Background: an optimization exercise with open tools, aiming at small area, a short achievable clock period and few clock cycles. Do not read the settings as production practice.
Only simulation tests tie the RTL to the original design; equivalence was not proved.
The flow treats the clock pin as an ideal source, which a real chip does not have.
Power figures rest on the tool's default switching activity, not on a simulated workload.

== cedar ==
==> flow/design.v (excerpt) <==
module mips(
    input  logic        clk, reset,
    output logic [31:0] pc,          
    input  logic [31:0] instr,       
    output logic        memwrite,    
    output logic [31:0] dataadr,     
    output logic [31:0] writedata,   
    input  logic [31:0] readdata     
);
export LEC_CHECK = 0
export CAP_MARGIN = 20
export CORE_MARGIN = 2
export CORE_UTILIZATION = 40
export SLEW_MARGIN = 20
create_clock -name core_clock -period 11.0 [get_ports {clk}]
standard.sh (not shown) runs the stock make flow with config.mk's settings and CLKGATE_MAP_FILE= SYNTH_SCRIPT=/design/flow/synth_recipe.tcl, a recipe that flattens the netlist after the stock synthesis.
==> flow/flow/run.sh <==
#!/bin/bash
# Standard ORFS layout with: a stronger setup repair target, plain port buffers,
# and no dummy loads in the clock tree.
set -euo pipefail
bash standard.sh \
  SETUP_SLACK_MARGIN=7.5 \
  "BUFFER_PORTS_ARGS=-buffer_cell sky130_fd_sc_hd__buf_2" \
  "CTS_ARGS=-sink_clustering_enable -repair_clock_nets -dont_use_dummy_load" \
  finish > standard.log 2>&1
Testbench counts of cedar, summed over its fixed seeds: cycles 20,184.
Here is what was changed in the inputs of yarrow compared with cedar.
# cedar
export LEC_CHECK = 0
export CAP_MARGIN = 20
export CORE_MARGIN = 2
export CORE_UTILIZATION = 40
export SLEW_MARGIN = 20
create_clock -name core_clock -period 11.0 [get_ports {clk}]
# yarrow
export LEC_CHECK = 0
export CAP_MARGIN = 20
export CORE_MARGIN = 2
export CORE_UTILIZATION = 50
export SLEW_MARGIN = 20
create_clock -name core_clock -period 11.0 [get_ports {clk}]
diff --git a/flow/flow/run.sh b/flow/flow/run.sh
--- a/flow/flow/run.sh
+++ b/flow/flow/run.sh
@@ -3 +3 @@
-# and no dummy loads in the clock tree.
+# and a clock tree of larger sink clusters without dummy loads.
@@ -8 +8 @@
-  "CTS_ARGS=-sink_clustering_enable -repair_clock_nets -dont_use_dummy_load" \
+  "CTS_ARGS=-sink_clustering_enable -repair_clock_nets -dont_use_dummy_load -sink_clustering_size 24 -sink_clustering_max_diameter 100 -buf_list sky130_fd_sc_hd__clkbuf_16" \
==> comparison <==
- Comparing initial antenna violation count for cedar and yarrow, the bigger number came from cedar.
- When yarrow is set beside cedar, its sequential cell area share turns out to be 1.8 points larger.
- yarrow vs. cedar: relative contribution of sequential cells to total power went up by 6.7 points.

* * *

mips, a different RTL version from the one above (not shown whole).
Size in the first run: roughly 4500 cells after synthesis, ~1300 flip-flops.
Design mips, start of the top module:
module mips(
    input  logic        clk, reset,
    output logic [31:0] pc,          
    input  logic [31:0] instr,       
    output logic        memwrite,    
    output logic [31:0] dataadr,     
    output logic [31:0] writedata,   
    input  logic [31:0] readdata     
);
Settings: LEC_CHECK=0, CAP_MARGIN=20, CORE_MARGIN=2, CORE_UTILIZATION=44, PLACE_DENSITY=0.5, SLEW_MARGIN=20; clock period 11.0 ns.
==> flow/flow/run.sh <==
#!/bin/bash
# Standard ORFS layout with: a stronger setup repair target (plus a second repair
# pass after CTS), plain port buffers, and a clock tree of larger sink clusters
# without dummy loads.
set -euo pipefail
bash standard.sh \
  SETUP_SLACK_MARGIN=7.7 \
  "BUFFER_PORTS_ARGS=-buffer_cell sky130_fd_sc_hd__buf_2" \
  "CTS_ARGS=-sink_clustering_enable -repair_clock_nets -dont_use_dummy_load -sink_clustering_size 24 -sink_clustering_max_diameter 100 -buf_list sky130_fd_sc_hd__clkbuf_16" \
  "POST_CTS_TCL=$PWD/flow/post_cts.tcl" \
  finish > standard.log 2>&1
==> flow/flow/post_cts.tcl <==
# Extra setup repair after clock tree synthesis: a second repair_timing pass
# that may change cell footprints, then legalise the placement again.
estimate_parasitics -placement
repair_timing -setup -setup_margin 7.7 -repair_tns 100 -verbose
detailed_placement
check_placement -verbose
estimate_parasitics -placement
report_worst_slack
The starting point went through all stages and came out clean.
Testbench counts at the start, summed over its fixed seeds: cycles 19,752.
Change:
--- a/flow/flow/run.sh
+++ b/flow/flow/run.sh
@@ -5,5 +5,5 @@
 set -euo pipefail
 bash standard.sh \
-  SETUP_SLACK_MARGIN=7.7 \
+  SETUP_SLACK_MARGIN=7.3 \
   "BUFFER_PORTS_ARGS=-buffer_cell sky130_fd_sc_hd__buf_2" \
   "CTS_ARGS=-sink_clustering_enable -repair_clock_nets -dont_use_dummy_load -sink_clustering_size 24 -sink_clustering_max_diameter 100 -buf_list sky130_fd_sc_hd__clkbuf_16" \
==> flow/flow/post_cts.tcl (replaced) <==
# Extra setup repair after clock tree synthesis: a second repair_timing pass
# that may change cell footprints, then legalise the placement again.
estimate_parasitics -placement
repair_timing -setup -setup_margin 7.3 -repair_tns 100 -verbose
detailed_placement
check_placement -verbose
estimate_parasitics -placement
report_worst_slack
The changed run completed without violations.
Final area fell by 5.3%.
Critical path depth is lower by 8.
Utilization drops by 2.7 points.
Wire length came out lower by 1.8%.
Area after synthesis stays the same.
Total power is lower by 4.7%.
Change:
--- a/flow/flow/run.sh
+++ b/flow/flow/run.sh
@@ -5,5 +5,5 @@
 set -euo pipefail
 bash standard.sh \
-  SETUP_SLACK_MARGIN=7.3 \
+  SETUP_SLACK_MARGIN=7.5 \
   "BUFFER_PORTS_ARGS=-buffer_cell sky130_fd_sc_hd__buf_2" \
   "CTS_ARGS=-sink_clustering_enable -repair_clock_nets -dont_use_dummy_load -sink_clustering_size 24 -sink_clustering_max_diameter 100 -buf_list sky130_fd_sc_hd__clkbuf_16" \
==> flow/flow/post_cts.tcl (replaced) <==
# Extra setup repair after clock tree synthesis: a second repair_timing pass
# that may change cell footprints, then legalise the placement again.
estimate_parasitics -placement
repair_timing -setup -setup_margin 7.5 -repair_tns 100 -verbose
detailed_placement
check_placement -verbose
estimate_parasitics -placement
report_worst_slack
Settings changed: CORE_UTILIZATION 44 to 48, PLACE_DENSITY 0.5 to 0.56.
Worst setup slack gets better by 0.13 ns.
Non-clock buffer count increases by 75.
Hold slack gains 0.010 ns.
Clock power hardly moves.
Final cell count falls by about 0.66%.

-- what the ideal ports hide --
How much do the figures lean on ideal ports? The routed layouts below were timed once more, with nothing changed but the port constraints.
Step 1, drivers: a clkbuf_16 drives clk and a buf_2 each remaining input, both assumed.
Step 2 moves the port delays by t, midway between the first and last clock arrival at a register: inputs arrive t later, outputs are due t later. That takes back most of the time a late clock gives input paths.
a / b / c = no drivers / after step 1 / after step 2; a / b = the first two.
run | t (ns) | slack for setup (ns) | hold slack, ns | worst slew at a driven data input, ns | pins driven straight from the clock port
cedar | 0.823 | 7.490 / 7.407 / 6.738 | 0.392 / 0.392 / 0.392 | 0.07 | 1
yarrow | 0.784 | 7.468 / 7.411 / 6.743 | 0.399 / 0.399 / 0.399 | 0.05 | 1
the first run of note 2 | 0.795 | 7.433 / 7.438 / 6.673 | 0.408 / 0.408 / 0.408 | 0.05 | 1
the second run of note 2 | 0.822 | 7.228 / 7.243 / 6.473 | 0.392 / 0.392 / 0.392 | 0.05 | 1
the third run of note 2 | 0.802 | 7.361 / 7.361 / 6.632 | 0.402 / 0.402 / 0.402 | 0.07 | 1
After both steps setup and hold are still met in every run listed. The setup slack of the first run of note 2, which loses most, moves by +0.005 ns with the drivers and by -0.760 ns with both steps.
